What follows belongs to an exercise in optimizing a design on an open flow for small area, a short achievable clock period and few clock cycles; a production flow would make more cautious choices. In this exercise RTL edits were held to simulation tests only and were not proved equivalent to the original.

== v6 ==
## nnctrl
module nnctrl ( reset, clk, input_signal, in, category,
                ram_addr, ram_we, ram_wdata, ram_rdata, rom_addr, rom_rdata,
                done, ready, score0, score1 ) ;
	input 		reset, clk ;
	input		input_signal ;
	input[31:0] in ;
	output 		category ;
	output[10:0]	ram_addr ;
	output		ram_we ;
	output[31:0]	ram_wdata ;
	input[31:0]	ram_rdata ;
	output[16:0]	rom_addr ;
	input[31:0]	rom_rdata ;
	output reg	done ;
	output reg	ready ;
	output[31:0]	score0, score1 ;
	localparam INIT = 2'd0, IN = 2'd1, COMP = 2'd2, FIN = 2'd3 ;
	reg [1:0]	state ;
	reg [1:0]	icnt ;
	reg		isig_d ;
	reg		we ;
	reg		f0_en, f0_bias ;	 
	reg [2:1]	f_en ;
	reg [5:1]	f_bias ;
	reg [10:0]	addr_ram ;
	reg [16:0]	addr_rom ;
	reg [6:0]	m ;			 
	reg [15:0]	one_r, two_r, neg_r ;	 
	reg [14:0]	xe_r ;
	reg		sa_r ;
	reg [31:0]	wr ;
	reg [62:12]	sr, cr, tr ;	 
	reg		cl_r ;	 
	reg [31:0]	acc, res ;
	assign ram_addr = addr_ram ;
	assign ram_we = we ;
	assign ram_wdata = res ;
	assign rom_addr = addr_rom ;
	assign score0 = res ;
	assign score1 = acc ;
	wire		en = f_en[2] ;
	wire [32:0]	xb = { ram_rdata, 1'b0 } ;
	wire [15:0]	one_d, two_d, neg_d ;
	genvar j ;
	generate for ( j = 0 ; j < 16 ; j = j+1 ) begin : enc
		wire x1 = xb[2*j+2], x0 = xb[2*j+1], xm = xb[2*j] ;
  ...
For scale: roughly 3400 cells after synthesis, ~230 I/O pins.
==> flow/config.mk <==
export PLATFORM = sky130hd
export DESIGN_NAME = nnctrl
export DESIGN_NICKNAME = nnctrl
export VERILOG_FILES = /design/flow/design.v
export SDC_FILE = /design/flow/constraint.sdc
export NUM_CORES = 4
export LEC_CHECK = 0
export ABC_CLOCK_PERIOD_IN_PS = 3000
export CAP_MARGIN = 20
export CORE_MARGIN = 2
export CORE_UTILIZATION = 62
export CTS_BUF_LIST = sky130_fd_sc_hd__clkbuf_8
export CTS_CLUSTER_SIZE = 20
export SLEW_MARGIN = 20
==> flow/constraint.sdc <==
create_clock -name core_clock -period 11.0 [get_ports {clk}]
set_input_delay 2.2000 -clock core_clock [delete_from_list [all_inputs] [get_ports {clk}]]
set_output_delay 2.2000 -clock core_clock [all_outputs]
set_load 0.01 [all_outputs]
standard.sh (not shown) runs the stock make flow with config.mk's settings and CLKGATE_MAP_FILE= SYNTH_SCRIPT=/design/flow/synth_recipe.tcl, a recipe that flattens the netlist after the stock synthesis.
==> flow/flow/run.sh <==
#!/bin/bash
set -euo pipefail
W=$(pwd)
R=$W/orfs/results/$FLOW_PLATFORM/nnctrl/base
bash standard.sh synth > synth.log 2>&1
cp $R/1_2_yosys.v $W/synth_standard.v
python3 $W/flow/polarity.py $W/synth_standard.v $W/synth_polarity.v > polarity.log 2>&1
python3 $W/flow/fastfa.py $W/synth_polarity.v $R/1_2_yosys.v 2.8 '^\\?[sctu]r\[' > fastfa.log 2>&1
rm -f $R/1_synth.odb
bash standard.sh finish SETUP_SLACK_MARGIN=7.35 TNS_END_PERCENT=10 "BUFFER_PORTS_ARGS=-buffer_cell sky130_fd_sc_hd__buf_2" > layout.log 2>&1
Other scripts of this flow, unchanged in this note and not shown: flow/flow/fastfa.py, flow/flow/polarity.py
Testbench counts of v6, summed over its fixed seeds: cycles 1,215,690.
> inputs changed (v6 -> v7)
--- a/flow/flow/run.sh
+++ b/flow/flow/run.sh
@@ -9,2 +9,2 @@
 rm -f $R/1_synth.odb
-bash standard.sh finish SETUP_SLACK_MARGIN=7.35 TNS_END_PERCENT=10 "BUFFER_PORTS_ARGS=-buffer_cell sky130_fd_sc_hd__buf_2" > layout.log 2>&1
+bash standard.sh finish SETUP_SLACK_MARGIN=7.4 TNS_END_PERCENT=100 "BUFFER_PORTS_ARGS=-buffer_cell sky130_fd_sc_hd__buf_2" > layout.log 2>&1
--- a/flow/config.mk
+++ b/flow/config.mk
@@ -10,3 +10,3 @@
 export CORE_MARGIN = 2
-export CORE_UTILIZATION = 62
+export CORE_UTILIZATION = 70
 export CTS_BUF_LIST = sky130_fd_sc_hd__clkbuf_8
[summary]
The higher fmax of v7 and v6 is in v7. Delta (v7 minus v6): design area went up 0.82%, sequential share of layout area decreased 0.20 points, path length in cells of the critical path +2.


nnctrl again, from the RTL that the note above started with.
==> flow/config.mk <==
export PLATFORM = sky130hd
export DESIGN_NAME = nnctrl
export DESIGN_NICKNAME = nnctrl
export VERILOG_FILES = /design/flow/design.v
export SDC_FILE = /design/flow/constraint.sdc
export NUM_CORES = 4
export LEC_CHECK = 0
export ABC_CLOCK_PERIOD_IN_PS = 3000
export CAP_MARGIN = 20
export CORE_MARGIN = 2
export CORE_UTILIZATION = 62
export CTS_BUF_LIST = sky130_fd_sc_hd__clkbuf_8
export CTS_CLUSTER_DIAMETER = 60
export CTS_CLUSTER_SIZE = 25
export SLEW_MARGIN = 20
==> flow/constraint.sdc <==
create_clock -name core_clock -period 11.0 [get_ports {clk}]
set_input_delay 2.2000 -clock core_clock [delete_from_list [all_inputs] [get_ports {clk}]]
set_output_delay 2.2000 -clock core_clock [all_outputs]
set_load 0.01 [all_outputs]
==> flow/flow/run.sh <==
#!/bin/bash
set -euo pipefail
W=$(pwd)
R=$W/orfs/results/$FLOW_PLATFORM/nnctrl/base
bash standard.sh synth > synth.log 2>&1
cp $R/1_2_yosys.v $W/synth_standard.v
python3 $W/flow/polarity.py $W/synth_standard.v $W/synth_polarity.v > polarity.log 2>&1
python3 $W/flow/fastfa.py $W/synth_polarity.v $R/1_2_yosys.v 2.8 '^\\?[sctu]r\[' > fastfa.log 2>&1
rm -f $R/1_synth.odb
bash standard.sh finish SETUP_SLACK_MARGIN=7.4 TNS_END_PERCENT=100 "BUFFER_PORTS_ARGS=-buffer_cell sky130_fd_sc_hd__buf_2" > layout.log 2>&1
Other scripts of this flow, unchanged in this note and not shown: flow/flow/fastfa.py, flow/flow/polarity.py
The baseline finished with timing, DRC and antenna clean.
Testbench counts at the start, summed over its fixed seeds: cycles 1,215,690.
Change:
--- a/flow/flow/run.sh
+++ b/flow/flow/run.sh
@@ -10 +10 @@
-bash standard.sh finish SETUP_SLACK_MARGIN=7.4 TNS_END_PERCENT=100 "BUFFER_PORTS_ARGS=-buffer_cell sky130_fd_sc_hd__buf_2" > layout.log 2>&1
+bash standard.sh finish SETUP_SLACK_MARGIN=7.6 TNS_END_PERCENT=100 "BUFFER_PORTS_ARGS=-buffer_cell sky130_fd_sc_hd__buf_2" > layout.log 2>&1
- CTS_CLUSTER_DIAMETER: 60 -> unset
- CTS_CLUSTER_SIZE: 25 -> 20
The new run produced a clean layout.
Final cell count came out higher by a few percent.
Wire length went up by a few percent.
Non-clock buffer count rose by 114.
First-iteration DRC count came out higher by about a fifth.
Synthesized cell count stays the same.
Clock skew falls by 0.0045 ns.
Change:
--- a/flow/flow/run.sh
+++ b/flow/flow/run.sh
@@ -10 +10 @@
-bash standard.sh finish SETUP_SLACK_MARGIN=7.6 TNS_END_PERCENT=100 "BUFFER_PORTS_ARGS=-buffer_cell sky130_fd_sc_hd__buf_2" > layout.log 2>&1
+bash standard.sh finish SETUP_SLACK_MARGIN=7.3 TNS_END_PERCENT=100 "BUFFER_PORTS_ARGS=-buffer_cell sky130_fd_sc_hd__buf_2" > layout.log 2>&1
The new run produced a clean layout.
Final cell count fell by a few percent.
Worst hold slack barely changes.
Routed wire length went down by a few percent.
Change:
--- a/flow/flow/run.sh
+++ b/flow/flow/run.sh
@@ -10 +10 @@
-bash standard.sh finish SETUP_SLACK_MARGIN=7.3 TNS_END_PERCENT=100 "BUFFER_PORTS_ARGS=-buffer_cell sky130_fd_sc_hd__buf_2" > layout.log 2>&1
+bash standard.sh finish SETUP_SLACK_MARGIN=7.4 TNS_END_PERCENT=100 "BUFFER_PORTS_ARGS=-buffer_cell sky130_fd_sc_hd__buf_2" > layout.log 2>&1
Result: Design area grows by 1.3%. Worst hold slack improves by 0.0037 ns. Register-to-register slack is better by 0.06 ns. Synthesized area stays the same. Final cell count rose by 0.35%.

-- re-timing with driven ports --
In the flow no input, the clock included, has a driving cell. The finished layouts below were timed again as built, in two steps.
Step 1 assumes that a clkbuf_16 drives the clock port and a buf_2 every other input.
Step 2 moves the port delays by t, midway between the first and last clock arrival at a register: inputs arrive t later, outputs are due t later. That takes back most of the time a late clock gives input paths.
Three values: ideal, step 1, step 2; two values: the first two.
run | t, ns | slack for setup (ns) | slew at the worst register clock pin (ns)
v6 | 0.707 | 7.281 / 7.281 / 7.123 | 0.07 / 0.07
v7 | 0.736 | 7.345 / 7.345 / 7.127 | 0.08 / 0.08
the first run of note 2 | 0.716 | 7.384 / 7.384 / 7.140 | 0.11 / 0.11
the second run of note 2 | 0.763 | 7.440 / 7.439 / 7.149 | 0.09 / 0.09
the third run of note 2 | 0.734 | 7.338 / 7.338 / 7.135 | 0.07 / 0.07
the fourth run of note 2 | 0.738 | 7.398 / 7.398 / 7.132 | 0.07 / 0.07
After both steps every run listed still meets setup and hold. For the second run of note 2, which loses most, drivers alone change the setup slack by -0.001 ns; drivers and shift together by -0.291 ns.
